Source: an optimization exercise on an open RTL-to-GDS flow (aim: small area and a short achievable clock period). Production flows keep margins and buffers that such runs may drop.
At most, simulation tests tie the RTL to the original design; equivalence was not proved.
Only the layout flow was run in runs 3 and 6; the RTL was not checked for function there.
Power is estimated from default activity; no workload was simulated.

<file path="flow/flow/run.sh">
#!/bin/bash
# The standard layout (standard.sh: standard synthesis, floorplan, place,
# CTS, route, finish), except that the buffers put on the input and output
# ports are the smallest buffer cell instead of the resizer's default choice,
# and the clock tree is built without dummy balancing loads.
# make's full output goes to flow_make.log; each ORFS step keeps its own log
# under orfs/logs/.
set -euo pipefail
bash standard.sh \
  "BUFFER_PORTS_ARGS=-buffer_cell sky130_fd_sc_hd__buf_1" \
  "CTS_ARGS=-sink_clustering_enable -repair_clock_nets -sink_clustering_size 20 -sink_clustering_max_diameter 100 -buf_list sky130_fd_sc_hd__clkbuf_16 -dont_use_dummy_load" \
  finish > flow_make.log 2>&1
</file>
<file path="flow/standard.sh">
#!/bin/bash
# synth_recipe.tcl (not shown) runs the flow's synth.tcl, then flattens the netlist and writes it again
# the make line also repeats each setting of config.mk as NAME=value (left out here)
make -C /OpenROAD-flow-scripts/flow DESIGN_CONFIG=/design/flow/config.mk WORK_HOME=/design/flow/orfs CLKGATE_MAP_FILE= SYNTH_SCRIPT=/design/flow/synth_recipe.tcl "${@:-finish}"
</file>
<file path="flow/config.mk">
export PLATFORM = sky130hd
export DESIGN_NAME = MEMCTRL_CORE
export DESIGN_NICKNAME = MEMCTRL_CORE
export VERILOG_FILES = /design/flow/design.v
export SDC_FILE = /design/flow/constraint.sdc
export NUM_CORES = 4
export LEC_CHECK = 0
export CAP_MARGIN = 0
export CORE_MARGIN = 2
export CORE_UTILIZATION = 65
export CTS_BUF_LIST = sky130_fd_sc_hd__clkbuf_16
export CTS_CLUSTER_DIAMETER = 100
export CTS_CLUSTER_SIZE = 20
export SLEW_MARGIN = 0
</file>
<file path="flow/constraint.sdc">
create_clock -name core_clock -period 350.0 [get_ports {CLK}]
set_input_delay 70.0000 -clock core_clock [delete_from_list [all_inputs] [get_ports {CLK}]]
set_output_delay 70.0000 -clock core_clock [all_outputs]
set_load 0.01 [all_outputs]
</file>
<file path="flow/design.v">
module MEMCTRL_CORE(
   BIST_PASS,
   MEM_ADDR, MEM_CE, MEM_WEB, MEM_OEB, MEM_CSB, MEM_IDATA, MEM_ODATA_SELECT,
   SPARE_MEM_ADDR, SPARE_MEM_CE, SPARE_MEM_WEB, SPARE_MEM_OEB, SPARE_MEM_CSB,
   SPARE_MEM_IDATA, SPARE_MEM_ODATA_SELECT,
   ADDR, CE, CLK, CSB, IDATA, OEB, RSTN, WEB, BIST_EN, BIST_MODE, MEM_ODATA
   );
   input  [15:0]        ADDR;
   input                CE;
   input                CLK;
   input                CSB;
   input [7:0]          IDATA;
   input                OEB;
   input                RSTN;
   input                WEB;
   input                BIST_EN;
   input [2:0]          BIST_MODE;
   input [7:0]          MEM_ODATA;
   output               BIST_PASS;
   output [9:0]         MEM_ADDR;
   output               MEM_CE;
   output               MEM_WEB;
   output [63:0]        MEM_OEB;
   output [63:0]        MEM_CSB;
   output [7:0]         MEM_IDATA;
   output [5:0]         MEM_ODATA_SELECT;
   output [6:0]         SPARE_MEM_ADDR;
   output               SPARE_MEM_CE;
   output               SPARE_MEM_WEB;
   output [24:0]        SPARE_MEM_OEB;
   output [24:0]        SPARE_MEM_CSB;
   output [7:0]         SPARE_MEM_IDATA;
   output [4:0]         SPARE_MEM_ODATA_SELECT;
   localparam NF = 25;           
   wire en0 = BIST_EN & BIST_MODE[0];    
   wire en1 = BIST_EN & BIST_MODE[1];    
   wire en2 = BIST_EN & BIST_MODE[2];    
   wire ent = en1 | en2;                 
   reg       s0, s1, s2, st;
   reg [1:0] k0, k1, k2, kt;
   wire step0 = en0 & s0 & (&k0);
   wire step1 = en1 & s1 & (&k1);
   wire step2 = en2 & s2 & (&k2);
   wire stept = ent & st & (&kt);
   always @(posedge CLK or negedge RSTN) begin
      if (!RSTN) begin
         s0 <= 1'b0; s1 <= 1'b0; s2 <= 1'b0; st <= 1'b0;
         k0 <= 2'd0; k1 <= 2'd0; k2 <= 2'd0; kt <= 2'd0;
      end
      else begin
         s0 <= en0; k0 <= en0 ? k0 + {1'b0, s0} : 2'd0;
         s1 <= en1; k1 <= en1 ? k1 + {1'b0, s1} : 2'd0;
         s2 <= en2; k2 <= en2 ? k2 + {1'b0, s2} : 2'd0;
         st <= ent; kt <= ent ? kt + {1'b0, st} : 2'd0;
      end
   end
   reg [15:0] lf16;    
   reg [7:0]  lf8;     
   reg [15:0] gcnt;    
   reg [15:0] bcnt;    
   reg        tog;     
   always @(posedge CLK or negedge RSTN) begin
      if (!RSTN) begin
         lf16 <= 16'h8000;
         lf8  <= 8'h80;
         gcnt <= 16'h0000;
         bcnt <= 16'h0000;
         tog  <= 1'b0;
      end
      else begin
         if (step0) begin
            lf16 <= {lf16[14:0], lf16[15] ^ lf16[13] ^ lf16[12] ^ lf16[10]};
            lf8  <= {lf8[6:0], lf8[7] ^ lf8[5] ^ lf8[4] ^ lf8[3]};
         end
         gcnt <= gcnt + {15'd0, step1};
         bcnt <= bcnt + {15'd0, step2};
         if (stept) tog <= ~tog;
      end
   end
   wire m001 = (BIST_MODE == 3'b001);
   wire m010 = (BIST_MODE == 3'b010);
   wire m100 = (BIST_MODE == 3'b100);
   wire [15:0] ga = ({16{m001}} & lf16)
                  | ({16{m010}} & (gcnt ^ {1'b0, gcnt[15:1]}))
                  | ({16{m100}} & bcnt);
   wire [7:0]  gd = ({8{m001}} & lf8) | {8{(m010 | m100) & tog}};
   reg [1:0] ph;
   reg       pb;
   wire sI  = (ph == 2'd0);
   wire sW1 = (ph == 2'd1);
   wire sW2 = (ph == 2'd2);
   wire sR1 = (ph == 2'd3) & ~pb;
   wire sR2 = (ph == 2'd3) & pb;
   always @(posedge CLK or negedge RSTN) begin
      if (!RSTN) begin
         ph <= 2'd0;
         pb <= 1'b0;
      end
      else begin
         case (ph)
           2'd0: begin ph <= BIST_EN ? 2'd1 : 2'd0; pb <= 1'b0; end
           2'd1: ph <= 2'd2;
           2'd2: begin ph <= 2'd3; pb <= 1'b0; end
           default: begin
              if (pb) ph <= BIST_EN ? 2'd1 : 2'd0;
              pb <= 1'b1;
           end
         endcase
      end
   end
   wire bce  = sR1 | ((ph[1] == 1'b0) & pb);    
   wire bweb = ~sR1;
   wire boon = pb & ~(ph == 2'd3);              
   reg [7:0] bidata;
   reg [9:0] baddr;
   reg [5:0] bsel;
   reg [5:0] bpidx;       
   reg [8:0] dra;         
   reg       bpass;
   always @(posedge CLK or negedge RSTN) begin
      if (!RSTN) begin
         bidata <= 8'd0;
         baddr  <= 10'd0;
         bsel   <= 6'd0;
         bpass  <= 1'b0;
      end
      else begin
         if (sI) begin
            bidata <= 8'd0;
            baddr  <= 10'd0;
            bsel   <= 6'd0;
         end
         if (sW1) baddr <= ga[9:0];
         if (sW2) begin
            bidata <= gd;
            bsel   <= ga[15:10];
         end
         bpass <= sW2 & (MEM_ODATA != bidata);
      end
   end
   always @(posedge CLK) begin
      if (sW2 | sR2) bpidx <= ga[15:10];
      if (sW1) dra <= {bsel, baddr[9:7]};
   end
   assign BIST_PASS = bpass;
   reg [9*NF-1:0] fe;
   reg [4:0]      n;        
   reg [4:0]      fbc;      
   reg [4:0]      screg;    
   reg            pend;     
   reg [5:0] ridx;
   reg [9:0] ra;
   wire [8:0] cblk = BIST_EN ? dra : ADDR[15:7];
   wire [8:0] rblk = {ridx, ra[9:7]};
   function lt9(input [8:0] a, input [8:0] nb);
      integer k;
      reg d;
      begin
         d = 1'b1;
         for (k = 0; k < 9; k = k + 1)
           d = (nb[k] & a[k]) | (nb[k] & d) | (a[k] & d);
         lt9 = ~d;
      end
   endfunction
   function lt9n(input [8:0] na, input [8:0] b);
      integer k;
      reg c;
      begin
         c = 1'b0;
         for (k = 0; k < 9; k = k + 1)
           c = (na[k] & b[k]) | (na[k] & c) | (b[k] & c);
         lt9n = c;
      end
   endfunction
   reg [NF-1:0] hit, below;
   integer i;
   always @(*) begin
      for (i = 0; i < NF; i = i + 1) begin
         hit[i]   = (n > i) && (fe[9*i +: 9] == ~cblk);
         below[i] = (n > i) && lt9n(fe[9*i +: 9], rblk);
      end
   end
   wire flt = |hit;
   reg [4:0] cnt;
   always @(*) begin
      cnt = 5'd0;
      for (i = 0; i < NF; i = i + 1) cnt = cnt + {4'd0, below[i]};
   end
   wire [4:0] sceff = pend ? cnt : screg;
   wire wr   = bpass & (fbc != 5'd25);
   wire ins  = BIST_EN & wr;
   wire insn = ins & ~flt;
   always @(posedge CLK or negedge RSTN) begin
      if (!RSTN) begin
         n     <= 5'd0;
         fbc   <= 5'd0;
         screg <= 5'd0;
         pend  <= 1'b0;
      end
      else begin
         fbc   <= fbc + {4'd0, ins};
         n     <= insn ? n + 5'd1 : n;
         screg <= sceff;
         pend  <= ~BIST_EN & flt;
      end
   end
   always @(posedge CLK) begin
      for (i = 0; i < NF; i = i + 1)
        if (wr && (n == i)) fe[9*i +: 9] <= ~dra;
   end
   reg       fm, fs;       
   reg       mc, mo;       
   reg       sc, so;       
   reg [7:0] rd;
   reg       rce, rweb;
   reg [5:0] rsel;
   always @(posedge CLK or negedge RSTN) begin
      if (!RSTN) begin
         fm <= 1'b0;
         fs <= 1'b0;
         mc <= 1'b0;
         mo <= 1'b0;
         sc <= 1'b0;
         so <= 1'b0;
      end
      else begin
         fm <= BIST_EN | ~flt;
         fs <= ~BIST_EN & flt;
         mc <= BIST_EN ? bce  : (~flt & ~CSB);
         mo <= BIST_EN ? boon : (~flt & ~OEB);
         sc <= ~BIST_EN & flt & ~CSB;
         so <= ~BIST_EN & flt & ~OEB;
      end
   end
   always @(posedge CLK) begin
      ra   <= BIST_EN ? baddr  : ADDR[9:0];
      rd   <= BIST_EN ? bidata : IDATA;
      rce  <= BIST_EN ? bce    : CE;
      rweb <= BIST_EN ? bweb   : WEB;
      rsel <= BIST_EN ? bsel   : (flt ? {1'b0, sceff} : ADDR[15:10]);
      ridx <= BIST_EN ? bpidx  : ADDR[15:10];
   end
   wire [7:0] lo8 = 8'd1 << ridx[2:0];
   wire [7:0] hi8 = 8'd1 << ridx[5:3];
   wire [7:0] hic = {8{mc}} & hi8;
   wire [7:0] hio = {8{mo}} & hi8;
   wire [7:0] slo = 8'd1 << rsel[2:0];
   wire [3:0] shi = 4'd1 << rsel[4:3];
   wire [3:0] shc = {4{sc}} & shi;
   wire [3:0] sho = {4{so}} & shi;
   genvar gj;
   generate
      for (gj = 0; gj < 64; gj = gj + 1) begin : g_mem_sel
         assign MEM_CSB[gj] = ~(hic[gj / 8] & lo8[gj % 8]);
         assign MEM_OEB[gj] = ~(hio[gj / 8] & lo8[gj % 8]);
      end
      for (gj = 0; gj < 25; gj = gj + 1) begin : g_spare_sel
         assign SPARE_MEM_CSB[gj] = ~(shc[gj / 8] & slo[gj % 8]);
         assign SPARE_MEM_OEB[gj] = ~(sho[gj / 8] & slo[gj % 8]);
      end
   endgenerate
   assign MEM_ADDR         = {10{fm}} & ra;
   assign MEM_CE           = fm & rce;
   assign MEM_WEB          = ~fm | rweb;
   assign MEM_IDATA        = {8{fm}} & rd;
   assign MEM_ODATA_SELECT = {6{fm}} & rsel;
   assign SPARE_MEM_ADDR         = {7{fs}} & ra[6:0];
   assign SPARE_MEM_CE           = fs & rce;
   assign SPARE_MEM_WEB          = ~fs | rweb;
   assign SPARE_MEM_IDATA        = {8{fs}} & rd;
   assign SPARE_MEM_ODATA_SELECT = {5{fs}} & rsel[4:0];
endmodule
</file>
==> results of run 1 <==
Yosys cell counts (7+ instances only):
cell        n  area share, %
and2_1     60            1.7
buf_4       9           0.31
and3_1     13           0.38
edfxtp_1  240             33
inv_1      44           0.77
nand3_1    21           0.49
buf_2       8           0.19
o211ai_1   25           0.87
ha_1       37            2.1
fa_1       18            1.7
clkbuf_1   98            1.7
nor2b_1     7           0.20
a22oi_1    16           0.56
dfrtp_1   116             13
o22ai_1    25           0.73
a31o_2     11           0.45
nor3b_1     8           0.28
xnor2_1   193            7.8
mux2i_1    11           0.51
a21oi_1    40           0.93
nand4_1    43            1.2
a31oi_1    37            1.1
o221ai_1   19           0.77
maj3_1     50            2.3
mux2_2     48            2.5
nand2_1   309            5.4
a221oi_1   25            1.0
nor4_1     31           0.90
xor2_1     90            3.7
buf_1       7           0.12
dfxtp_1    32            3.0
nor3_1     47            1.1
mux2i_4     9           0.94
nor2_1     93            1.6
o21ai_0    74            1.7
nand2b_1   31           0.90
final timing paths:
path	start	end	slack [ns]	depth (start not counted)
min reg2reg	bpidx[5]	ridx[5]	0.47	1
max	BIST_EN	n[1]	276.63	11
max reg2reg	ra[7]	rsel[1]	342.79	20
min in group asynchronous	RSTN	gcnt[13]	69.46	1
max in group asynchronous	RSTN	fbc[2]	279.11	2
min	bpidx[5]	ridx[5]	0.47	1
state kept, by name, indices dropped and copies added, names as in the netlist, 8 cells and up:
register and count:
fe 225, dra 9, bidata 8, lf8 8, rd 8, lf16 16
gcnt 16, bcnt 16, ra 10, baddr 10
metrics by stage:
step / cells / area (µm²) / worst slack, ns
2_1_floorplan: 2013 / 21600 / 277.52
3_3_place_gp: 2624 / 22800 / 276.16
3_5_place_dp: 2624 / 22800 / 276.10
4_1_cts: 2647 / 23400 / 276.70
5_1_grt: 2647 / 23400 / 276.47
6_report: 2648 / 23400 / 276.63
report_power, final:
part           leakage (µW)  total, µW  internal, µW  switching, µW
combinational       0.00389       79.3          31.2           48.2
sequential          0.00402       59.2          54.6           4.64
clock              0.000283       25.9          11.7           14.2
total               0.00819        164          97.4           67.0
final cells by class:
class | instances | area [µm²]
Sequential cell | 390 | 10800
Multi-Input combinational cell | 1451 | 10000
Fill cell | 2409 | 9240
Timing Repair Buffer | 297 | 1230
Clock buffer | 23 | 576
Tap cell | 442 | 553
Inverter | 44 | 165
Antenna cell | 1 | 2.50
cells by family after synthesis:
kind of cell / count (synthesis) / synth area share (%)
fa+ha+maj: 105 / 6.14
flops: 390 / 50.1
compound gates: 310 / 9.69
mux: 69 / 4.03
simple gates: 684 / 15.1
xor+xnor: 283 / 11.5
buf+inv: 172 / 3.41
worst max-delay path, cell delays in order:
cell	delay [ns]
clkbuf_4	0.10
buf_4	0.68
mux2i_4	0.34
buf_4	0.52
xnor2_1	0.19
nand3_1	0.09
nor4_1	0.77
nor4_1	0.23
and3_1	0.30
and4_4	0.24
mux2_4	0.30
layer usage:
layer	vias up	GRT usage (%)	wire length, µm
met5	-	0	27
met4	4	11.5	2080
met3	167	5.62	5220
met2	820	57.7	29800
met1	8246	46.6	23900
li1	7537	-	-
==> impl_metrics.env, run 1 <==
export IMPL_die_area_um2=34600
export IMPL_cts_resized=0
export IMPL_p_leak_uw=0.00819
export IMPL_crit_path_max_fanout=62
export IMPL_track_usage_pct=34.6
export IMPL_syn_cell_area_um2=21600
export IMPL_maxSlewHeadroom_pct=6.22
export IMPL_synthCells=2013
export IMPL_fp_row_count=66
export IMPL_clkSinkCount=390
export IMPL_p_per_area_nw_per_um2=7.03
export IMPL_ant_nets=0
export IMPL_fmax_mhz=13.6
export IMPL_status="no timing/DRC/antenna violations"
export IMPL_p_total_uw=164
export IMPL_remaining_drc_errors=0
export IMPL_ctsHoldBuffers=0
export IMPL_maxSlewViolCount=0
export IMPL_ys_flop_type="edfxtp_1"
export IMPL_setup_tns_final_ns=0
export IMPL_start_kind="primary input"
export IMPL_root_buffer="clkbuf_16"
export IMPL_crit_required_ns=350.45
export IMPL_yosysSeqAreaShare_pct=50.1
export IMPL_vias=16800
export IMPL_synthArstFlopShare_pct=30.3
export IMPL_layout_commonest_cell="nand2_1"
export IMPL_arrival_ns=73.82
export IMPL_coreArea_um2=32600
export IMPL_chipHeight_um=186
export IMPL_hpwl_mm=40.6
export IMPL_post_cts_buffers=0
export IMPL_skew_ns=0.0540
export IMPL_dr_first_iter_drc_count=1712
export IMPL_die_w_um=186
export IMPL_syn_nets=2110
export IMPL_clk_latency_ns=0.57
export IMPL_layout_common_cells="nand2_1 (309), buf_1 (266), edfxtp_1 (240), xnor2_1 (193), dfrtp_1 (116)"
export IMPL_start_util_pct=66.1
export IMPL_maxCapViolations=0
export IMPL_rsz0062_at_grt="no"
export IMPL_wl_per_cell_um=23.0
export IMPL_numPortBuffers=268
export IMPL_vias_per_cell=6.33
export IMPL_finalHoldViolCount=0
export IMPL_setup_viol=0
export IMPL_vdd_ir_drop_max_mv=0.0129
export IMPL_cp_end_kind="register"
export IMPL_yosys_warnings=1
export IMPL_grt_first_pass_wirelength_mm=91.0
export IMPL_dr_pass1_iters=7
export IMPL_worstHoldPathType="register to register"
export IMPL_synth_enable_flop_cells=240
export IMPL_final_nets=2304
export IMPL_drive_above_1_share_pct=6.80
export IMPL_period_minus_slack_ns=73.37
export IMPL_synth_avg_cell_area_um2=10.7
export IMPL_fin_util_pct=71.7
export IMPL_finalCritPeriodShare_pct=21.0
export IMPL_ios=269
export IMPL_crit_type="primary input to register"
export IMPL_grt_overflow_total=0
export IMPL_clk_path_buf_depth=3
export IMPL_antenna_found_initial=2
export IMPL_cts_clk_slew_worst_paths_ns=0.08
export IMPL_grt_max_degree=78
export IMPL_ys_types=63
export IMPL_syn_to_final_growth_pct=8.44
export IMPL_finalWirelength_mm=61.0
export IMPL_timing_hold_ws_ns=0.474
export IMPL_cts_max_level=1
export IMPL_cts_inserted_buffers=23
export IMPL_place_congestion=0.904
export IMPL_ys_ff_latch=390
export IMPL_cts_tree="built"
export IMPL_grt_pass1_vias=15800
export IMPL_tightest_slew_ns=1.41
==> run 2, diff against run 1 <==
--- a/flow/flow/run.sh
+++ b/flow/flow/run.sh
@@ -10,3 +10,3 @@
   "BUFFER_PORTS_ARGS=-buffer_cell sky130_fd_sc_hd__buf_1" \
-  "CTS_ARGS=-sink_clustering_enable -repair_clock_nets -sink_clustering_size 20 -sink_clustering_max_diameter 100 -buf_list sky130_fd_sc_hd__clkbuf_16 -dont_use_dummy_load" \
+  "CTS_ARGS=-sink_clustering_enable -repair_clock_nets -sink_clustering_size 12 -sink_clustering_max_diameter 80 -buf_list sky130_fd_sc_hd__clkbuf_8 -dont_use_dummy_load" \
   finish > flow_make.log 2>&1
==> impl_metrics.env, run 2 <==
export IMPL_hold_path_end="ridx[5]"
export IMPL_maxSlewViolCount=0
export IMPL_grt_max_degree=78
export IMPL_grt_overflow_total=0
export IMPL_cts_clk_slew_worst_paths_ns=0.08
export IMPL_vias_per_cell=6.30
export IMPL_synth_top_cells_by_area="edfxtp_1 (33%), dfrtp_1 (13%), xnor2_1 (7.8%)"
export IMPL_syn_to_final_growth_pct=8.19
export IMPL_r2r_start="ra[7]"
export IMPL_hold_depth=1
export IMPL_crit_path_max_fanout=62
export IMPL_synthTopCellsByCount="nand2_1 (309), edfxtp_1 (240), xnor2_1 (193), dfrtp_1 (116), clkbuf_1 (98)"
export IMPL_finalInstanceArea_um2=23300
export IMPL_ant_nets=0
export IMPL_wl_per_cell_um=23.0
export IMPL_synth_top_family_by_area="simple AND/OR/NAND/NOR gates"
export IMPL_dpl_cell_area_um2=22800
export IMPL_ys_ff_latch=390
export IMPL_p_per_area_nw_per_um2=6.99
export IMPL_synth_avg_cell_area_um2=10.7
export IMPL_p_leak_uw=0.00818
export IMPL_fp_row_count=66
export IMPL_ctsHoldBuffers=0
export IMPL_cp_end_kind="register"
export IMPL_synthArstFlopShare_pct=30.3
export IMPL_synth_area_leader_cell="edfxtp_1"
export IMPL_post_cts_buffers=0
export IMPL_finalHoldViolCount=0
export IMPL_status="no timing/DRC/antenna violations"
export IMPL_root_buffer="clkbuf_8"
export IMPL_yosysSeqAreaShare_pct=50.1
export IMPL_die_area_um2=34600
export IMPL_start_kind="primary input"
export IMPL_maxCapViolations=0
export IMPL_cts_tree="built"
export IMPL_antenna_found_initial=1
export IMPL_skew_ns=0.0428
export IMPL_ys_types=63
export IMPL_layout_common_cells="nand2_1 (309), buf_1 (266), edfxtp_1 (240), xnor2_1 (193), dfrtp_1 (116)"
export IMPL_finalWirelength_mm=61.3
export IMPL_place_congestion=0.904
export IMPL_synth_compound_area_share_pct=9.69
export IMPL_yosys_warnings=1
export IMPL_die_w_um=186
export IMPL_synthAdderAreaFrac_pct=6.14
export IMPL_vdd_ir_drop_max_mv=0.0136
export IMPL_arrival_ns=73.89
export IMPL_final_nets=2319
export IMPL_synthSimpleGateAreaFrac_pct=15.1
export IMPL_hpwl_mm=40.6
export IMPL_synth_enable_flop_cells=240
export IMPL_start_util_pct=66.1
export IMPL_syn_cell_area_um2=21600
export IMPL_fill_cells=2421
export IMPL_clk_latency_ns=0.57
export IMPL_syn_nets=2110
export IMPL_synth_mux_area_share_pct=4.03
export IMPL_remaining_drc_errors=0
export IMPL_chipHeight_um=186
export IMPL_fmax_mhz=13.6
export IMPL_finalCritPeriodShare_pct=21.0
export IMPL_synth_most_common_cell="nand2_1"
export IMPL_cts_resized=0
export IMPL_fin_cells=2662
export IMPL_track_usage_pct=34.9
export IMPL_vias=16800
export IMPL_maxSlewHeadroom_pct=8.30
export IMPL_largest_reg_flops=225
export IMPL_tightest_slew_ns=1.37
export IMPL_cts_max_level=2
export IMPL_clkSinkCount=390
export IMPL_period_minus_slack_ns=73.44
export IMPL_setup_tns_final_ns=0
export IMPL_grt_first_pass_wirelength_mm=91.3
export IMPL_worstHoldStart="bpidx[5]"
export IMPL_crit_type="primary input to register"
export IMPL_diodes=0
export IMPL_synth_top_area_share_pct=33.4
export IMPL_dr_first_iter_drc_count=1698
export IMPL_coreArea_um2=32600
export IMPL_drive_above_1_share_pct=7.43
export IMPL_numPortBuffers=268
export IMPL_regMostFlops="fe"
export IMPL_ios=269
export IMPL_worstHoldPathType="register to register"
export IMPL_ff2ff_setup_slack_ns=342.76
export IMPL_layout_commonest_cell="nand2_1"
export IMPL_r2r_end="rsel[4]"
export IMPL_clk_path_buf_depth=3
export IMPL_ys_flop_type="edfxtp_1"
export IMPL_synthXorXnorAreaFrac_pct=11.5
export IMPL_cts_inserted_buffers=38
export IMPL_synthCells=2013
export IMPL_rsz0062_at_grt="no"
export IMPL_crit_required_ns=350.44
export IMPL_dr_pass1_iters=6
export IMPL_fin_util_pct=71.5
export IMPL_placed_cells=2624
export IMPL_grt_pass1_vias=15900
export IMPL_setup_viol=0
export IMPL_p_total_uw=163
export IMPL_worstRegToRegCells=22
run 2: cell counts after synthesis:
No cell type changed its count.
run 2: worst max-delay path, cell delays in order:
cell and delay [ns]:
clkbuf_4 0.10, buf_4 0.68, mux2i_4 0.34, buf_4 0.52, xnor2_1 0.19, nand3_1 0.10
nor4_1 0.82, nor4_1 0.24, and3_1 0.30, and4_4 0.24, mux2_4 0.30
run 2: cells by family (layout without fill, tap and decap cells):
logic type	after synthesis	count (layout)
AND/OR/NAND/NOR	684	684
buffers and inverters	172	379
flip-flops	390	390
multiplexers	69	69
adder cells (fa/ha/maj)	105	105
XOR/XNOR	283	283
AO/OA/AOI/OAI	310	310
run 2: metrics by stage:
stage / hold slack [ns] / worst slack, ns
2_1_floorplan: 0.423 / 277.52
3_3_place_gp: 0.447 / 276.16
3_5_place_dp: 0.442 / 276.10
4_1_cts: 0.468 / 276.68
5_1_grt: 0.480 / 276.49
6_report: 0.469 / 276.56
run 2: how the worst max path moves through the flow:
stage,from,end,slack [ns],depth (start not counted)
3_5_place_dp,BIST_EN,n[1],276.10,11
3_3_place_gp,BIST_EN,n[1],276.16,11
4_1_cts,BIST_EN,n[1],276.68,11
6_report,BIST_EN,n[1],276.56,11
2_1_floorplan,BIST_EN,n[1],277.52,11
5_1_grt,BIST_EN,rsel[5],276.49,11
run 2: cell type report:
cell class / instances / area [µm²] / share of cell area, %
Inverter: 44 / 165 / 0.708
Sequential cell: 390 / 10800 / 46.3
Multi-Input combinational cell: 1451 / 10000 / 43.1
Clock buffer: 38 / 523 / 2.24
Timing Repair Buffer: 297 / 1230 / 5.28
Tap cell: 442 / 553 / 2.37
run 2: metal layers:
layer	track usage (%)	vias to the layer above	part of all wire (%)
li1	-	7550	-
met1	47.1	8222	39
met2	57.2	850	48
met3	5.91	156	8.9
met4	12.6	2	3.1
met5	0	-	0.021
run 2: power breakdown:
part           internal [µW]  total, µW  switching, µW
registers               54.6       59.3           4.70
clock network           9.73       24.3           14.6
logic                   31.3       79.4           48.1
total                   95.6        163           67.3
==> run 3, diff against run 2 <==
--- a/flow/design.v
+++ b/flow/design.v
@@ -239,3 +239,3 @@
       rweb <= BIST_EN ? bweb   : WEB;
-      rsel <= BIST_EN ? bsel   : (flt ? {1'b0, sceff} : ADDR[15:10]);
+      rsel <= BIST_EN ? bsel   : ADDR[15:10];
       ridx <= BIST_EN ? bpidx  : ADDR[15:10];
@@ -244,6 +244,6 @@
    wire [7:0] hi8 = 8'd1 << ridx[5:3];
-   wire [7:0] hic = {8{mc}} & hi8;
-   wire [7:0] hio = {8{mo}} & hi8;
-   wire [7:0] slo = 8'd1 << rsel[2:0];
-   wire [3:0] shi = 4'd1 << rsel[4:3];
+   wire [7:0] loc = {8{mc}} & lo8;
+   wire [7:0] loo = {8{mo}} & lo8;
+   wire [7:0] slo = 8'd1 << screg[2:0];
+   wire [3:0] shi = 4'd1 << screg[4:3];
    wire [3:0] shc = {4{sc}} & shi;
@@ -253,4 +253,4 @@
       for (gj = 0; gj < 64; gj = gj + 1) begin : g_mem_sel
-         assign MEM_CSB[gj] = ~(hic[gj / 8] & lo8[gj % 8]);
-         assign MEM_OEB[gj] = ~(hio[gj / 8] & lo8[gj % 8]);
+         assign MEM_CSB[gj] = ~(hi8[gj / 8] & loc[gj % 8]);
+         assign MEM_OEB[gj] = ~(hi8[gj / 8] & loo[gj % 8]);
       end
@@ -270,3 +270,3 @@
    assign SPARE_MEM_IDATA        = {8{fs}} & rd;
-   assign SPARE_MEM_ODATA_SELECT = {5{fs}} & rsel[4:0];
+   assign SPARE_MEM_ODATA_SELECT = {5{fs}} & screg;
 endmodule
--- a/flow/flow/run.sh
+++ b/flow/flow/run.sh
@@ -10,3 +10,3 @@
   "BUFFER_PORTS_ARGS=-buffer_cell sky130_fd_sc_hd__buf_1" \
-  "CTS_ARGS=-sink_clustering_enable -repair_clock_nets -sink_clustering_size 12 -sink_clustering_max_diameter 80 -buf_list sky130_fd_sc_hd__clkbuf_8 -dont_use_dummy_load" \
+  "CTS_ARGS=-sink_clustering_enable -repair_clock_nets -sink_clustering_size 20 -sink_clustering_max_diameter 100 -buf_list sky130_fd_sc_hd__clkbuf_16 -dont_use_dummy_load" \
   finish > flow_make.log 2>&1
--- a/flow/config.mk
+++ b/flow/config.mk
@@ -7,3 +7,3 @@
 export LEC_CHECK = 0
-export CAP_MARGIN = 0
+export CAP_MARGIN = 20
 export CORE_MARGIN = 2
@@ -13,2 +13,2 @@
 export CTS_CLUSTER_SIZE = 20
-export SLEW_MARGIN = 0
+export SLEW_MARGIN = 20
==> impl_metrics.env, run 3 <==
export IMPL_status="no timing/DRC/antenna violations"
export IMPL_synth_most_common_cell="nand2_1"
export IMPL_seq_power_share_pct=37.4
export IMPL_max_stage_delay_ns=0.63
export IMPL_placed_cells=2711
export IMPL_start_kind="primary input"
export IMPL_ys_types=74
export IMPL_synth_avg_cell_area_um2=10.5
export IMPL_cp_slowest_cell="nor4_1"
export IMPL_maxCapViolations=0
export IMPL_hpwl_mm=43.1
export IMPL_synthTopCellsByCount="nand2_1 (327), edfxtp_1 (240), xnor2_1 (197), dfrtp_1 (116), o21ai_0 (96)"
export IMPL_setup_tns_final_ns=0
export IMPL_combPwrFrac_pct=46.1
export IMPL_p_total_uw=158
export IMPL_worstRegToRegCells=20
export IMPL_tightest_slew_ns=1.17
export IMPL_ctsHoldBuffers=0
export IMPL_finalCritPeriodShare_pct=20.9
export IMPL_layout_commonest_cell="nand2_1"
export IMPL_coreArea_um2=33300
export IMPL_cts_resized=0
export IMPL_vias_per_cell=6.36
export IMPL_grt_max_degree=65
export IMPL_remaining_drc_errors=0
export IMPL_arrival_ns=73.68
export IMPL_ant_nets=0
export IMPL_crit_path_cell_trace="clkbuf_4, buf_4, mux2i_4, buf_4, xor2_1, nor4_1, and3_1, nor4_1, nand2_1, nor3_4, a32o_1"
export IMPL_grt_pass1_vias=16700
export IMPL_crit_end="mo"
export IMPL_syn_nets=2180
export IMPL_p_per_area_nw_per_um2=6.65
export IMPL_drive_above_1_share_pct=7.43
export IMPL_layout_common_cells="nand2_1 (327), buf_1 (266), edfxtp_1 (240), xnor2_1 (197), dfrtp_1 (116)"
export IMPL_cts_inserted_buffers=23
export IMPL_p_int_uw=94.1
export IMPL_regMostFlops="fe"
export IMPL_grt_overflow_total=0
export IMPL_p_leak_uw=0.00842
export IMPL_synth_top_cells_by_area="edfxtp_1 (33%), dfrtp_1 (13%), xnor2_1 (7.9%)"
export IMPL_vias=17400
export IMPL_ys_ff_latch=390
export IMPL_switchingPower_uw=63.6
export IMPL_syn_cell_area_um2=21800
export IMPL_place_congestion=0.941
export IMPL_vdd_ir_drop_max_mv=0.0104
export IMPL_finalHoldViolCount=0
export IMPL_yosys_warnings=1
export IMPL_swShare_pct=40.3
export IMPL_worstHoldPathType="register to register"
export IMPL_root_buffer="clkbuf_16"
export IMPL_crit_path_max_fanout=40
export IMPL_post_cts_buffers=0
export IMPL_crit_required_ns=350.45
export IMPL_timing_hold_ws_ns=0.456
export IMPL_clkSinkCount=390
export IMPL_cp_end_kind="register"
export IMPL_die_w_um=187
export IMPL_dr_first_iter_drc_count=2018
export IMPL_wl_per_cell_um=23.1
export IMPL_cts_max_level=1
export IMPL_diodes=0
export IMPL_die_area_um2=35100
export IMPL_r2r_start="ra[7]"
export IMPL_ff2ff_setup_slack_ns=342.96
export IMPL_clk_latency_ns=0.56
export IMPL_fin_cells=2735
export IMPL_fill_cells=2514
export IMPL_final_nets=2386
export IMPL_syn_to_final_growth_pct=8.59
export IMPL_grt_first_pass_wirelength_mm=96.4
export IMPL_maxSlewViolCount=0
export IMPL_dr_pass1_iters=6
export IMPL_r2r_end="screg[2]"
export IMPL_ys_flop_type="edfxtp_1"
export IMPL_cts_tree="built"
export IMPL_track_usage_pct=35.6
export IMPL_crit_start="BIST_EN"
export IMPL_fmax_mhz=13.7
export IMPL_ios=269
export IMPL_synthArstFlopShare_pct=30.3
export IMPL_synth_enable_flop_cells=240
export IMPL_synth_area_leader_cell="edfxtp_1"
export IMPL_largest_reg_flops=225
export IMPL_yosysSeqAreaShare_pct=49.5
export IMPL_antenna_found_initial=0
export IMPL_numPortBuffers=268
export IMPL_synthCells=2083
export IMPL_cts_clk_slew_worst_paths_ns=0.08
export IMPL_synth_top_area_share_pct=33.0
export IMPL_finalWirelength_mm=63.2
export IMPL_fp_row_count=67
export IMPL_start_util_pct=65.6
export IMPL_period_minus_slack_ns=73.23
export IMPL_rsz0062_at_grt="no"
export IMPL_setup_viol=0
export IMPL_chipHeight_um=187
export IMPL_fin_util_pct=71.2
export IMPL_skew_ns=0.0474
export IMPL_crit_type="primary input to register"
export IMPL_clkPwrFrac_pct=16.5
export IMPL_clk_path_buf_depth=3
export IMPL_maxSlewHeadroom_pct=21.5
## run 3: changes by cell type after synthesis, moves of 10 or more
cell,previous run,this run
a211oi_1,0,17
a21oi_1,40,68
a221oi_1,25,0
a22o_1,3,18
a22oi_1,16,31
clkbuf_1,98,86
inv_1,44,55
maj3_1,50,21
nand2_1,309,327
nand3_1,21,31
nor3_1,47,36
o21ai_0,74,96
or2_2,1,18
## run 3: cell families after synthesis
kind of cell	after synthesis	synth area share, %
fa+ha+maj	76	4.74
xor+xnor	283	11.4
mux	64	3.72
buf+inv	181	3.85
simple gates	714	15.5
compound gates	375	11.3
flops	390	49.5
## run 3: routing by layer
metal	vias up	wire (µm)	track usage, %
li1	7747	-	-
met1	8608	25400	49.3
met2	885	29900	58.0
met3	143	6110	6.42
met4	0	1830	10.3
met5	-	0	0
## run 3: final cells by class
type / count / area [µm²] / area share, %
clock buffers: 23 / 576 / 2.43
inverters: 56 / 210 / 0.887
multi-input cells: 1512 / 10200 / 43.1
well taps: 448 / 561 / 2.37
flip-flops and latches: 390 / 10800 / 45.6
repair buffers: 306 / 1320 / 5.57
## run 3: power groups by stage
stage | Sequential (µW) | Combinational [µW] | Clock, µW
2_1_floorplan | 57.3 | 52.8 | 0
3_5_place_dp | 59.8 | 71.6 | 0
4_1_cts | 58.8 | 72.0 | 26.1
5_1_grt | 59.5 | 80.2 | 27.7
6_report | 59.0 | 72.6 | 26.0
3_3_place_gp | 59.7 | 69.2 | 0
## run 3: through the flow
step	setup slack [ns]	area, µm²
6_report	276.77	23700
5_1_grt	276.65	23700
3_3_place_gp	276.32	23100
2_1_floorplan	277.85	21800
4_1_cts	276.80	23700
3_5_place_dp	276.26	23100
## run 3: worst min path at each step
stage                         from  endpoint  slack [ns]  depth (start not counted)
final                     baddr[8]    dra[1]        0.46                          0
after global routing      baddr[8]    dra[1]        0.47                          0
after CTS                 baddr[8]    dra[1]        0.45                          0
after detailed placement  bpidx[0]   ridx[0]        0.44                          2
after global placement    bpidx[1]   ridx[1]        0.43                          2
after floorplan           bpidx[4]   ridx[4]        0.42                          2
## run 3: critical path: cells and delay by family
kind,cells,cell delay [ns]
simple gates,5,1.49
compound gates,1,0.20
xor+xnor,1,0.21
buf+inv,3,1.43
mux,1,0.32
==> run 4, diff against run 3 <==
--- a/flow/design.v
+++ b/flow/design.v
@@ -164,12 +164,2 @@
    endfunction
-   function lt9n(input [8:0] na, input [8:0] b);
-      integer k;
-      reg c;
-      begin
-         c = 1'b0;
-         for (k = 0; k < 9; k = k + 1)
-           c = (na[k] & b[k]) | (na[k] & c) | (b[k] & c);
-         lt9n = c;
-      end
-   endfunction
    reg [NF-1:0] hit, below;
@@ -178,4 +168,4 @@
       for (i = 0; i < NF; i = i + 1) begin
-         hit[i]   = (n > i) && (fe[9*i +: 9] == ~cblk);
-         below[i] = (n > i) && lt9n(fe[9*i +: 9], rblk);
+         hit[i]   = (n > i) && (fe[9*i +: 9] == cblk);
+         below[i] = (n > i) && lt9(fe[9*i +: 9], ~rblk);
       end
@@ -208,3 +198,3 @@
       for (i = 0; i < NF; i = i + 1)
-        if (wr && (n == i)) fe[9*i +: 9] <= ~dra;
+        if (wr && (n == i)) fe[9*i +: 9] <= dra;
    end
@@ -239,24 +229,7 @@
       rweb <= BIST_EN ? bweb   : WEB;
-      rsel <= BIST_EN ? bsel   : ADDR[15:10];
+      rsel <= BIST_EN ? bsel   : (flt ? {1'b0, sceff} : ADDR[15:10]);
       ridx <= BIST_EN ? bpidx  : ADDR[15:10];
    end
-   wire [7:0] lo8 = 8'd1 << ridx[2:0];
-   wire [7:0] hi8 = 8'd1 << ridx[5:3];
-   wire [7:0] loc = {8{mc}} & lo8;
-   wire [7:0] loo = {8{mo}} & lo8;
-   wire [7:0] slo = 8'd1 << screg[2:0];
-   wire [3:0] shi = 4'd1 << screg[4:3];
-   wire [3:0] shc = {4{sc}} & shi;
-   wire [3:0] sho = {4{so}} & shi;
-   genvar gj;
-   generate
-      for (gj = 0; gj < 64; gj = gj + 1) begin : g_mem_sel
-         assign MEM_CSB[gj] = ~(hi8[gj / 8] & loc[gj % 8]);
-         assign MEM_OEB[gj] = ~(hi8[gj / 8] & loo[gj % 8]);
-      end
-      for (gj = 0; gj < 25; gj = gj + 1) begin : g_spare_sel
-         assign SPARE_MEM_CSB[gj] = ~(shc[gj / 8] & slo[gj % 8]);
-         assign SPARE_MEM_OEB[gj] = ~(sho[gj / 8] & slo[gj % 8]);
-      end
-   endgenerate
+   wire [63:0] dec64 = 64'd1 << ridx;
+   wire [24:0] dec25 = 25'd1 << rsel[4:0];
    assign MEM_ADDR         = {10{fm}} & ra;
@@ -266,2 +239,4 @@
    assign MEM_ODATA_SELECT = {6{fm}} & rsel;
+   assign MEM_CSB          = ~({64{mc}} & dec64);
+   assign MEM_OEB          = ~({64{mo}} & dec64);
    assign SPARE_MEM_ADDR         = {7{fs}} & ra[6:0];
@@ -270,3 +245,5 @@
    assign SPARE_MEM_IDATA        = {8{fs}} & rd;
-   assign SPARE_MEM_ODATA_SELECT = {5{fs}} & screg;
+   assign SPARE_MEM_ODATA_SELECT = {5{fs}} & rsel[4:0];
+   assign SPARE_MEM_CSB          = ~({25{sc}} & dec25);
+   assign SPARE_MEM_OEB          = ~({25{so}} & dec25);
 endmodule
==> flow/flow/run.sh (replaced) <==
#!/bin/bash
# The standard layout (standard.sh: standard synthesis, floorplan, place,
# CTS, route, finish), except that the buffers put on the input and output
# ports are the smallest buffer cell instead of the resizer's default choice.
# make's full output goes to flow_make.log; each ORFS step keeps its own log
# under orfs/logs/.
set -euo pipefail
bash standard.sh "BUFFER_PORTS_ARGS=-buffer_cell sky130_fd_sc_hd__buf_1" finish > flow_make.log 2>&1
--- a/flow/config.mk
+++ b/flow/config.mk
@@ -9,6 +9,4 @@
 export CORE_MARGIN = 2
-export CORE_UTILIZATION = 65
-export CTS_BUF_LIST = sky130_fd_sc_hd__clkbuf_16
-export CTS_CLUSTER_DIAMETER = 100
-export CTS_CLUSTER_SIZE = 20
+export CORE_UTILIZATION = 40
+export CTS_BUF_LIST = sky130_fd_sc_hd__clkbuf_8
 export SLEW_MARGIN = 20
==> impl_metrics.env, run 4 <==
export IMPL_worstHoldStart="bpidx[5]"
export IMPL_yosysSeqAreaShare_pct=48.6
export IMPL_cts_max_level=3
export IMPL_p_int_uw=107
export IMPL_grt_overflow_total=0
export IMPL_dr_pass1_iters=6
export IMPL_setup_tns_final_ns=0
export IMPL_synth_top_cells_by_area="edfxtp_1 (32%), dfrtp_1 (13%), xnor2_1 (9.3%)"
export IMPL_grt_max_degree=70
export IMPL_cp_slowest_cell="nor3_1"
export IMPL_fill_cells=5175
export IMPL_layout_commonest_cell="buf_1"
export IMPL_cts_tree="built"
export IMPL_remaining_drc_errors=0
export IMPL_switchingPower_uw=72.1
export IMPL_finalWirelength_mm=66.8
export IMPL_clk_latency_ns=0.66
export IMPL_wl_per_cell_um=21.1
export IMPL_ys_flop_type="edfxtp_1"
export IMPL_synth_enable_flop_cells=240
export IMPL_layout_common_cells="buf_1 (266), nand2_1 (255), edfxtp_1 (240), xnor2_1 (237), inv_1 (144)"
export IMPL_yosys_warnings=1
export IMPL_synthArstFlopShare_pct=30.3
export IMPL_numPortBuffers=268
export IMPL_rsz0062_at_grt="no"
export IMPL_status="no timing/DRC/antenna violations"
export IMPL_ios=269
export IMPL_clkPwrFrac_pct=22.6
export IMPL_syn_to_final_growth_pct=13.8
export IMPL_arrival_ns=3.13
export IMPL_crit_type="register to primary output"
export IMPL_final_nets=2463
export IMPL_finalHoldViolCount=0
export IMPL_synth_avg_cell_area_um2=10.6
export IMPL_maxCapViolations=0
export IMPL_dpl_cell_area_um2=24000
export IMPL_root_buffer="clkbuf_8"
export IMPL_chipHeight_um=240
export IMPL_dr_first_iter_drc_count=1553
export IMPL_ff2ff_setup_slack_ns=342.88
export IMPL_hold_path_end="ridx[5]"
export IMPL_cp_end_kind="primary output"
export IMPL_antenna_found_initial=2
export IMPL_track_usage_pct=23.0
export IMPL_clk_path_buf_depth=3
export IMPL_cpLargestDelayFamily="simple AND/OR/NAND/NOR gates"
export IMPL_start_kind="register"
export IMPL_syn_nets=2198
export IMPL_finalInstanceArea_um2=25300
export IMPL_worstHoldPathType="register to register"
export IMPL_fp_row_count=86
export IMPL_die_area_um2=57500
export IMPL_vias_per_cell=5.44
export IMPL_cts_inserted_buffers=70
export IMPL_swShare_pct=40.2
export IMPL_ys_types=69
export IMPL_coreArea_um2=55000
export IMPL_drive_above_1_share_pct=9.05
export IMPL_ys_ff_latch=390
export IMPL_grt_first_pass_wirelength_mm=100
export IMPL_p_leak_uw=0.00915
export IMPL_crit_required_ns=280.00
export IMPL_fmax_mhz=13.7
export IMPL_vdd_ir_drop_max_mv=0.00881
export IMPL_die_w_um=240
export IMPL_crit_path_max_fanout=49
export IMPL_place_congestion=0.863
export IMPL_start_util_pct=40.4
export IMPL_ant_nets=0
export IMPL_syn_cell_area_um2=22200
export IMPL_synth_area_leader_cell="edfxtp_1"
export IMPL_combPwrFrac_pct=44.7
export IMPL_maxSlewViolCount=0
export IMPL_multiInputGateArea_um2=10500
export IMPL_synth_top_area_share_pct=32.4
export IMPL_skew_ns=0.0510
export IMPL_tightest_slew_ns=1.07
export IMPL_setup_viol=0
export IMPL_cts_clk_slew_worst_paths_ns=0.06
export IMPL_synthTopCellsByCount="nand2_1 (255), edfxtp_1 (240), xnor2_1 (237), inv_1 (118), dfrtp_1 (116)"
export IMPL_largest_reg_flops=225
export IMPL_cts_resized=0
export IMPL_max_stage_delay_ns=0.73
export IMPL_clkSinkCount=390
export IMPL_seqCellArea_um2=10800
export IMPL_worstRegToRegCells=24
export IMPL_fin_util_pct=46.0
export IMPL_r2r_start="ra[8]"
export IMPL_hpwl_mm=44.8
export IMPL_p_total_uw=180
export IMPL_timing_hold_ws_ns=0.469
export IMPL_crit_path_cell_trace="inv_1, buf_4, nand2_1, nor3_1, nand2_1, buf_1"
export IMPL_hold_depth=2
export IMPL_p_per_area_nw_per_um2=7.09
export IMPL_grt_pass1_vias=16800
export IMPL_post_cts_buffers=0
export IMPL_r2r_end="rsel[4]"
export IMPL_regMostFlops="fe"
export IMPL_period_minus_slack_ns=73.13
export IMPL_synth_most_common_cell="nand2_1"
export IMPL_cp_num_buf_inv=3
export IMPL_finalCritPeriodShare_pct=20.9
export IMPL_vias=17200
export IMPL_maxSlewHeadroom_pct=27.9
export IMPL_synthCells=2101
export IMPL_ctsHoldBuffers=0
export IMPL_cpMostUsedCell="nand2_1"
export IMPL_seq_power_share_pct=32.7
[run 4: changes by cell type in the layout (fill, tap and decap cells not counted), moves of 21 or more]
cell	change
inv_1	+91
clkbuf_8	+79
nand2_1	-72
maj3_1	+54
nand2b_1	+53
a21oi_1	-40
xnor2_1	+40
xor2_1	-40
o21ai_0	-39
a221oi_1	+31
nand3_1	+30
a31oi_1	-26
clkbuf_16	-23
o21bai_1	+21
[run 4: area by class of cell]
class	count	share of cell area, %
diodes	1	0.00989
clock buffers	79	4.30
clock inverters	47	0.865
inverters	121	1.79
multi-input cells	1472	41.4
flip-flops and latches	390	42.7
well taps	748	3.70
repair buffers	311	5.27
[run 4: logic make-up (layout without fill, tap and decap cells)]
logic type	Yosys count	after routing	share of synthesized area (%)
AOI/OAI and AO/OA	266	266	8.61
DFF	390	390	48.6
other	0	1	0
adders and majority gates	130	130	7.08
buffers and inverters	239	558	4.44
muxes	69	69	3.85
and+or+nand+nor	724	724	16.3
xor gates and xnor gates	283	283	11.1
[run 4: through the flow]
stage / instances / setup slack [ns]
floorplan: 2101 / 277.57
global placement: 3041 / 276.35
detailed placement: 3041 / 276.25
CTS: 3167 / 276.88
global route: 3169 / 276.66
finish: 3169 / 276.87
[run 4: power groups by stage]
stage	logic (µW)	registers (µW)	clock network (µW)
3_5_place_dp	79.3	59.5	0
5_1_grt	89.6	59.2	43.6
3_3_place_gp	78.0	59.4	0
2_1_floorplan	56.0	58.0	0
4_1_cts	80.7	58.6	41.6
6_report	80.2	58.8	40.5
[run 4: tightest hold or removal path, cell delays in order, from the launching register on]
cell and delay, ns:
edfxtp_1 0.33, nand2_1 0.06, nand2_1 0.05
[run 4: worst max path at each step]
| stage | start | endpoint | slack (ns) | cells past startpoint |
|---|---|---|---|---|
| 5_1_grt | BIST_EN | n[1] | 276.66 | 11 |
| 6_report | ridx[0] | MEM_CSB[38] | 276.87 | 6 |
| 4_1_cts | ridx[0] | MEM_CSB[38] | 276.88 | 6 |
| 2_1_floorplan | BIST_EN | n[1] | 277.57 | 11 |
| 3_3_place_gp | BIST_EN | n[1] | 276.35 | 11 |
| 3_5_place_dp | BIST_EN | n[1] | 276.25 | 11 |
[run 4: routing by layer]
| layer | track usage, % | wire, µm |
|---|---|---|
| met3 | 4.23 | 4750 |
| met2 | 37.3 | 32100 |
| met1 | 31.2 | 28600 |
| met4 | 6.97 | 1350 |
| met5 | 0 | 0 |
==> run 5, diff against run 4 <==
==> flow/run.sh (new file) <==
#!/bin/bash
# synth_recipe.tcl (not shown) runs the flow's synth.tcl, then flattens the netlist and writes it again
# the make line also repeats each setting of config.mk as NAME=value (left out here)
make -C /OpenROAD-flow-scripts/flow DESIGN_CONFIG=/design/flow/config.mk WORK_HOME=/design/flow/orfs CLKGATE_MAP_FILE= SYNTH_SCRIPT=/design/flow/synth_recipe.tcl finish
removed: flow/flow/run.sh
removed: flow/standard.sh
==> impl_metrics.env, run 5 <==
export IMPL_start_util_pct=40.4
export IMPL_cts_inserted_buffers=70
export IMPL_dr_first_iter_drc_count=1176
export IMPL_coreArea_um2=55000
export IMPL_hold_depth=2
export IMPL_clk_latency_ns=0.66
export IMPL_clk_path_buf_depth=3
export IMPL_switchingPower_uw=70.6
export IMPL_antenna_found_initial=2
export IMPL_synth_top_cells_by_area="edfxtp_1 (32%), dfrtp_1 (13%), xnor2_1 (9.3%)"
export IMPL_crit_path_cell_trace="buf_4, nand2_1, nor3_1, nand2_1, clkdlybuf4s50_1"
export IMPL_synth_enable_flop_cells=240
export IMPL_crit_required_ns=280.00
export IMPL_maxSlewHeadroom_pct=28.0
export IMPL_fmax_mhz=13.6
export IMPL_start_kind="register"
export IMPL_arrival_ns=3.57
export IMPL_r2r_start="ridx[1]"
export IMPL_yosys_warnings=1
export IMPL_final_nets=2461
export IMPL_skew_ns=0.0312
export IMPL_cts_clk_slew_worst_paths_ns=0.07
export IMPL_fp_row_count=86
export IMPL_tightest_slew_ns=1.07
export IMPL_largest_reg_flops=225
export IMPL_die_area_um2=57500
export IMPL_maxSlewViolCount=0
export IMPL_crit_path_max_fanout=30
export IMPL_p_leak_uw=0.00996
export IMPL_numPortBuffers=268
export IMPL_ff2ff_setup_slack_ns=342.50
export IMPL_place_ws_ns=276.36
export IMPL_period_minus_slack_ns=73.57
export IMPL_max_stage_delay_ns=0.85
export IMPL_root_buffer="clkbuf_8"
export IMPL_synthArstFlopShare_pct=30.3
export IMPL_die_w_um=240
export IMPL_drive_above_1_share_pct=9.06
export IMPL_cp_depth=5
export IMPL_wl_per_cell_um=21.5
export IMPL_dr_pass1_iters=5
export IMPL_grt_first_pass_wirelength_mm=103
export IMPL_worstRegToRegCells=21
export IMPL_synth_area_leader_cell="edfxtp_1"
export IMPL_finalHoldViolCount=0
export IMPL_cts_tree="built"
export IMPL_ys_types=69
export IMPL_fin_ws_ns=276.43
export IMPL_maxCapViolations=0
export IMPL_cts_resized=0
export IMPL_dpl_cell_area_um2=25600
export IMPL_status="no timing/DRC/antenna violations"
export IMPL_r2r_end="rsel[4]"
export IMPL_fill_cells=5029
export IMPL_layout_common_cells="clkdlybuf4s50_1 (266), nand2_1 (255), edfxtp_1 (240), xnor2_1 (237), inv_1 (144)"
export IMPL_timing_hold_ws_ns=0.453
export IMPL_vias_per_cell=5.35
export IMPL_syn_nets=2198
export IMPL_swShare_pct=39.4
export IMPL_grt_overflow_total=0
export IMPL_cpMostUsedCell="nand2_1"
export IMPL_clkSinkCount=390
export IMPL_cp_slowest_cell="nor3_1"
export IMPL_chipHeight_um=240
export IMPL_cts_max_level=3
export IMPL_hpwl_mm=47.2
export IMPL_combPwrFrac_pct=43.9
export IMPL_finalCritPeriodShare_pct=21.0
export IMPL_clkPwrFrac_pct=23.2
export IMPL_p_per_area_nw_per_um2=6.64
export IMPL_grt_pass1_vias=17000
export IMPL_synthCells=2101
export IMPL_crit_type="register to primary output"
export IMPL_cpLargestDelayFamily="simple AND/OR/NAND/NOR gates"
export IMPL_seq_power_share_pct=32.9
export IMPL_vdd_ir_drop_max_mv=0.0139
export IMPL_place_congestion=0.884
export IMPL_yosysSeqAreaShare_pct=48.6
export IMPL_worstHoldStart="bpidx[5]"
export IMPL_finalInstanceArea_um2=27000
export IMPL_synth_most_common_cell="nand2_1"
export IMPL_track_usage_pct=23.5
export IMPL_hold_path_end="ridx[5]"
export IMPL_ios=269
export IMPL_remaining_drc_errors=0
export IMPL_ys_flop_type="edfxtp_1"
export IMPL_finalWirelength_mm=68.0
export IMPL_ant_nets=0
export IMPL_p_int_uw=109
export IMPL_setup_tns_final_ns=0
export IMPL_rsz0062_at_grt="no"
export IMPL_cp_num_buf_inv=2
export IMPL_layout_commonest_cell="clkdlybuf4s50_1"
export IMPL_syn_cell_area_um2=22200
export IMPL_setup_viol=0
export IMPL_cp_end_kind="primary output"
export IMPL_syn_to_final_growth_pct=21.4
export IMPL_synth_top_area_share_pct=32.4
export IMPL_regMostFlops="fe"
export IMPL_synthTopCellsByCount="nand2_1 (255), edfxtp_1 (240), xnor2_1 (237), inv_1 (118), dfrtp_1 (116)"
export IMPL_synth_avg_cell_area_um2=10.6
export IMPL_vias=16900
export IMPL_ys_ff_latch=390
export IMPL_worstHoldPathType="register to register"
export IMPL_post_cts_buffers=0
export IMPL_ctsHoldBuffers=0
export IMPL_grt_max_degree=72
==> run 5: changes by cell type in the layout (fill, tap and decap cells not counted), moves of 2 or more <==
cell	delta
buf_1	-266
bufinv_16	+3
clkbuf_4	-2
clkbuf_8	-5
clkdlybuf4s50_1	+266
clkinv_1	-4
clkinv_2	+4
nor3_1	+2
nor3_2	-2
==> run 5: cells by family after synthesis <==
kind of cell	count (synthesis)	share of synthesized area [%]
XOR/XNOR	283	11.1
AND/OR/NAND/NOR	724	16.3
adder cells (fa/ha/maj)	130	7.08
flip-flops	390	48.6
AO/OA/AOI/OAI	266	8.61
buffers and inverters	239	4.44
multiplexers	69	3.85
==> run 5: final cells by class <==
class	count	area [µm²]	area share, %
sequential	390	10800	40.0
multi-input combinational	1472	10500	38.8
timing repair buffer	309	2990	11.1
clock buffer	74	1020	3.77
tap	748	936	3.47
inverter	121	454	1.68
clock inverter	51	317	1.17
antenna	2	5.00	0.0185
==> run 5: stage by stage <==
step / std cells / util, % / total power [µW]
final: 3167 / 49.1 / 179
after global routing: 3166 / 49.1 / 194
after global placement: 3040 / 46.6 / 138
after floorplan: 2101 / - / 114
after detailed placement: 3040 / 46.6 / 139
after CTS: 3165 / 49.0 / 181
==> run 5: worst max-delay path by stage <==
stage / slack [ns] / to / start
after floorplan: 277.57 / n[1] / BIST_EN
after global placement: 276.46 / n[1] / BIST_EN
after detailed placement: 276.36 / n[1] / BIST_EN
after CTS: 276.49 / MEM_OEB[24] / ridx[3]
after global routing: 276.24 / MEM_CSB[33] / ridx[1]
final: 276.43 / MEM_OEB[24] / ridx[3]
==> run 5: routing by layer <==
metal / vias to the layer above / wire, µm / global-route usage, %
li1: 7905 / - / -
met1: 8439 / 29400 / 31.1
met2: 482 / 33600 / 39.1
met3: 106 / 3390 / 4.22
met4: 2 / 1610 / 7.48
met5: - / 10 / 0
==> run 5: worst min-delay path, cell delays in order (launching register included) <==
cell	delay, ns
edfxtp_1	0.32
nand2_1	0.05
nand2_1	0.06
==> run 5: power by group through the flow <==
stage               sequential (µW)  clock (µW)  combinational (µW)
finish                         59.0        41.6                78.7
global route                   59.4        44.7                89.9
CTS                            58.8        42.7                79.3
detailed placement             59.7           0                78.9
global placement               59.5           0                78.2
floorplan                      58.0           0                56.0
==> run 6, diff against run 5 <==
--- a/flow/design.v
+++ b/flow/design.v
@@ -154,12 +154,2 @@
    wire [8:0] rblk = {ridx, ra[9:7]};
-   function lt9(input [8:0] a, input [8:0] nb);
-      integer k;
-      reg d;
-      begin
-         d = 1'b1;
-         for (k = 0; k < 9; k = k + 1)
-           d = (nb[k] & a[k]) | (nb[k] & d) | (a[k] & d);
-         lt9 = ~d;
-      end
-   endfunction
    reg [NF-1:0] hit, below;
@@ -169,3 +159,3 @@
          hit[i]   = (n > i) && (fe[9*i +: 9] == cblk);
-         below[i] = (n > i) && lt9(fe[9*i +: 9], ~rblk);
+         below[i] = (n > i) && (fe[9*i +: 9] < rblk);
       end
@@ -179,4 +169,3 @@
    wire [4:0] sceff = pend ? cnt : screg;
-   wire wr   = bpass & (fbc != 5'd25);
-   wire ins  = BIST_EN & wr;
+   wire ins  = BIST_EN & bpass & (fbc != 5'd25);
    wire insn = ins & ~flt;
@@ -191,3 +180,3 @@
          fbc   <= fbc + {4'd0, ins};
-         n     <= insn ? n + 5'd1 : n;
+         n     <= n + {4'd0, insn};
          screg <= sceff;
@@ -198,9 +187,7 @@
       for (i = 0; i < NF; i = i + 1)
-        if (wr && (n == i)) fe[9*i +: 9] <= dra;
+        if (insn && (n == i)) fe[9*i +: 9] <= dra;
    end
    reg       fm, fs;       
-   reg       mc, mo;       
-   reg       sc, so;       
    reg [7:0] rd;
-   reg       rce, rweb;
+   reg       rce, rweb, rcon, roon;
    reg [5:0] rsel;
@@ -210,6 +197,2 @@
          fs <= 1'b0;
-         mc <= 1'b0;
-         mo <= 1'b0;
-         sc <= 1'b0;
-         so <= 1'b0;
       end
@@ -218,6 +201,2 @@
          fs <= ~BIST_EN & flt;
-         mc <= BIST_EN ? bce  : (~flt & ~CSB);
-         mo <= BIST_EN ? boon : (~flt & ~OEB);
-         sc <= ~BIST_EN & flt & ~CSB;
-         so <= ~BIST_EN & flt & ~OEB;
       end
@@ -229,2 +208,4 @@
       rweb <= BIST_EN ? bweb   : WEB;
+      rcon <= BIST_EN ? bce    : ~CSB;
+      roon <= BIST_EN ? boon   : ~OEB;
       rsel <= BIST_EN ? bsel   : (flt ? {1'b0, sceff} : ADDR[15:10]);
@@ -239,4 +220,4 @@
    assign MEM_ODATA_SELECT = {6{fm}} & rsel;
-   assign MEM_CSB          = ~({64{mc}} & dec64);
-   assign MEM_OEB          = ~({64{mo}} & dec64);
+   assign MEM_CSB          = ~({64{fm & rcon}} & dec64);
+   assign MEM_OEB          = ~({64{fm & roon}} & dec64);
    assign SPARE_MEM_ADDR         = {7{fs}} & ra[6:0];
@@ -246,4 +227,4 @@
    assign SPARE_MEM_ODATA_SELECT = {5{fs}} & rsel[4:0];
-   assign SPARE_MEM_CSB          = ~({25{sc}} & dec25);
-   assign SPARE_MEM_OEB          = ~({25{so}} & dec25);
+   assign SPARE_MEM_CSB          = ~({25{fs & rcon}} & dec25);
+   assign SPARE_MEM_OEB          = ~({25{fs & roon}} & dec25);
 endmodule
--- a/flow/config.mk
+++ b/flow/config.mk
@@ -10,3 +10,2 @@
 export CORE_UTILIZATION = 40
-export CTS_BUF_LIST = sky130_fd_sc_hd__clkbuf_8
 export SLEW_MARGIN = 20
==> impl_metrics.env, run 6 <==
export IMPL_status="no timing/DRC/antenna violations"
export IMPL_p_per_area_nw_per_um2=5.98
export IMPL_vdd_ir_drop_max_mv=0.0107
export IMPL_synthArstFlopShare_pct=29.4
export IMPL_ctsHoldBuffers=0
export IMPL_coreArea_um2=57500
export IMPL_worstRegToRegCells=24
export IMPL_worstHoldPathType="register to register"
export IMPL_ys_types=56
export IMPL_synthSimpleGateAreaFrac_pct=14.5
export IMPL_hold_depth=0
export IMPL_drive_above_1_share_pct=7.74
export IMPL_synth_avg_cell_area_um2=11.2
export IMPL_crit_required_ns=350.22
export IMPL_syn_nets=2355
export IMPL_start_kind="primary input"
export IMPL_maxSlewHeadroom_pct=25.8
export IMPL_finalCritPeriodShare_pct=21.3
export IMPL_hpwl_mm=46.9
export IMPL_ant_nets=0
export IMPL_synth_mux_area_share_pct=3.92
export IMPL_maxSlewViolCount=0
export IMPL_tightest_slew_ns=1.11
export IMPL_wl_met1_mm=30.6
export IMPL_p_leak_uw=0.0115
export IMPL_timing_hold_ws_ns=0.471
export IMPL_antenna_found_initial=2
export IMPL_synth_enable_flop_cells=240
export IMPL_setup_tns_final_ns=0
export IMPL_arrival_ns=74.65
export IMPL_ys_flop_type="edfxtp_1"
export IMPL_cts_max_level=2
export IMPL_track_usage_pct=23.3
export IMPL_crit_type="primary input to register"
export IMPL_grt_overflow_total=0
export IMPL_regMostFlops="fe"
export IMPL_syn_cell_area_um2=23100
export IMPL_synth_top_cells_by_area="edfxtp_1 (31%), ha_1 (13%), dfrtp_1 (12%)"
export IMPL_synthXorXnorAreaFrac_pct=10.7
export IMPL_syn_to_final_growth_pct=21.5
export IMPL_numPortBuffers=268
export IMPL_die_area_um2=59800
export IMPL_chipHeight_um=244
export IMPL_skew_ns=0.0210
export IMPL_synthTopCellsByCount="edfxtp_1 (240), nand2_1 (236), ha_1 (234), xor2_1 (195), a21o_1 (128)"
export IMPL_root_buffer="clkbuf_16"
export IMPL_clk_path_buf_depth=3
export IMPL_layout_common_cells="clkdlybuf4s50_1 (266), edfxtp_1 (240), nand2_1 (236), ha_1 (234), xor2_1 (195)"
export IMPL_fp_row_count=88
export IMPL_layout_commonest_cell="clkdlybuf4s50_1"
export IMPL_finalHoldViolCount=0
export IMPL_synthAdderAreaFrac_pct=14.2
export IMPL_dr_pass1_iters=6
export IMPL_synth_compound_area_share_pct=7.96
export IMPL_vias=16900
export IMPL_dr_first_iter_drc_count=1208
export IMPL_crit_path_cell_trace="buf_4, mux2i_4, buf_4, xor2_1, nand4_1, nor4_1, nor4_1, and3_1, nand4_2, nor4b_2, and2_1"
export IMPL_dr_max_layer_used="met5"
export IMPL_dr_wl_met2_mm=34.3
export IMPL_largest_reg_flops=225
export IMPL_rsz0062_at_grt="no"
export IMPL_final_nets=2624
export IMPL_met3_length_mm=3.27
export IMPL_ys_ff_latch=388
export IMPL_clk_latency_ns=0.58
export IMPL_post_cts_buffers=0
export IMPL_synth_area_leader_cell="edfxtp_1"
export IMPL_start_util_pct=40.2
export IMPL_yosysSeqAreaShare_pct=46.5
export IMPL_cts_resized=0
export IMPL_period_minus_slack_ns=74.43
export IMPL_maxCapViolations=0
export IMPL_ios=269
export IMPL_cp_end_kind="register"
export IMPL_r2r_start="ra[8]"
export IMPL_vias_per_cell=5.39
export IMPL_synth_top_area_share_pct=31.2
export IMPL_clkSinkCount=388
export IMPL_grt_pass1_vias=17500
export IMPL_cts_clk_slew_worst_paths_ns=0.06
export IMPL_place_congestion=0.920
export IMPL_finalWirelength_mm=69.9
export IMPL_cts_inserted_buffers=43
export IMPL_synth_most_common_cell="edfxtp_1"
export IMPL_synth_top_family_by_area="simple AND/OR/NAND/NOR gates"
export IMPL_diodes=0
export IMPL_worstHoldStart="baddr[7]"
export IMPL_die_w_um=244
export IMPL_grt_max_degree=79
export IMPL_ff2ff_setup_slack_ns=342.50
export IMPL_r2r_end="rsel[4]"
export IMPL_synthCells=2061
export IMPL_wl_per_cell_um=22.3
export IMPL_cp_slowest_cell="nor4b_2"
export IMPL_crit_path_max_fanout=61
export IMPL_setup_viol=0
export IMPL_yosys_warnings=1
export IMPL_grt_first_pass_wirelength_mm=107
export IMPL_max_stage_delay_ns=0.86
export IMPL_remaining_drc_errors=0
export IMPL_hold_path_end="dra[0]"
export IMPL_cts_tree="built"
export IMPL_fmax_mhz=13.4
[run 6: changes by cell type in the layout (fill, tap and decap cells not counted), moves of 31 or more]
cell / delta
clkbuf_16: +43
o221ai_1: -31
a21o_1: +121
ha_1: +198
nand2b_1: -35
xnor2_1: -149
clkbuf_8: -71
xor2_1: +149
nor3_1: +36
maj3_1: -75
nor2_1: -34
inv_1: -106
[run 6: power breakdown]
part | leakage [µW] | internal [µW] | switching [µW]
Clock | 0.000686 | 26.5 | 19.4
Combinational | 0.00679 | 25.2 | 39.5
Sequential | 0.00401 | 53.1 | 4.19
[run 6: worst max path at each step]
| stage | endpoint | cells after the start | startpoint |
|---|---|---|---|
| finish | fe[105] | 11 | BIST_EN |
| global route | fe[105] | 11 | BIST_EN |
| global placement | fe[100] | 11 | BIST_EN |
| CTS | fe[221] | 11 | BIST_EN |
| detailed placement | fe[216] | 11 | BIST_EN |
| floorplan | fe[0] | 12 | BIST_EN |
[run 6: cells by family (layout without fill, tap and decap cells)]
| group | Yosys count | in the layout |
|---|---|---|
| adder cells (fa/ha/maj) | 252 | 252 |
| buffers and inverters | 119 | 423 |
| XOR/XNOR | 283 | 283 |
| AND/OR/NAND/NOR | 664 | 664 |
| multiplexers | 73 | 73 |
| flip-flops | 388 | 388 |
| AO/OA/AOI/OAI | 282 | 282 |
[run 6: layout make-up]
type | instances | area, µm²
clock buffers | 54 | 1150
clock inverters | 26 | 268
fillers | 5236 | 29400
inverters | 38 | 143
multi-input cells | 1554 | 11900
flip-flops and latches | 388 | 10700
well taps | 765 | 957
repair buffers | 305 | 2960
[run 6: stage by stage]
stage          total power, µW  cells  utilization (%)  cell area (µm²)  worst slack, ns
2_1_floorplan             98.7   2061                -            23100           277.07
3_3_place_gp               122   3050             46.4            26700           275.12
3_5_place_dp               123   3050             46.4            26700           275.01
4_1_cts                    169   3130             48.9            28100           275.61
5_1_grt                    178   3130             48.9            28100           275.41
6_report                   168   3130             48.9            28100           275.57
[run 6: routing by layer]
layer	up-vias	track usage [%]
li1	7895	-
met1	8405	30.7
met2	448	40.0
met3	121	3.26
met4	4	6.49
met5	-	0
[run 6: worst max-delay path, delay by kind of cell]
kind | cells | cell delay (ns)
xor+xnor | 1 | 0.15
buf+inv | 2 | 1.19
mux | 1 | 0.34
simple gates | 7 | 2.86

separate check: timing with driven ports:
In the flow no input, the clock included, has a driving cell. The finished layouts below were timed again as built, in two steps.
Step 1 (the two cells are an assumption about what drives the block):
set clk [get_ports {CLK}]
set_driving_cell -lib_cell sky130_fd_sc_hd__clkbuf_16 $clk
set_driving_cell -lib_cell sky130_fd_sc_hd__buf_2 [delete_from_list [all_inputs] $clk]
Step 2 adds t to the input delays and takes it off the output delays; t is the mean of the earliest and latest rising clock arrival at the registers after step 1. Input paths then give back, and output paths get back, about the clock's delay inside the block.
Three values: no drivers, after step 1, after step 2; two values: the first two.
run	t, ns	setup slack, ns	slew at the worst register clock pin (ns)	pins driven straight from the clock port
run 1	0.593	276.628 / 276.659 / 276.066	0.09 / 0.09	1
run 2	0.603	276.557 / 276.585 / 275.981	0.10 / 0.10	1
run 3	0.599	276.773 / 276.784 / 276.184	0.09 / 0.09	1
run 4	0.691	276.867 / 276.807 / 276.248	0.07 / 0.07	1
run 5	0.702	276.428 / 276.368 / 276.327	0.07 / 0.07	1
run 6	0.625	275.569 / 275.603 / 274.978	0.07 / 0.07	1
After both steps every run listed still meets setup and hold. For run 4, which loses most, drivers alone change the setup slack by -0.060 ns; drivers and shift together by -0.619 ns.
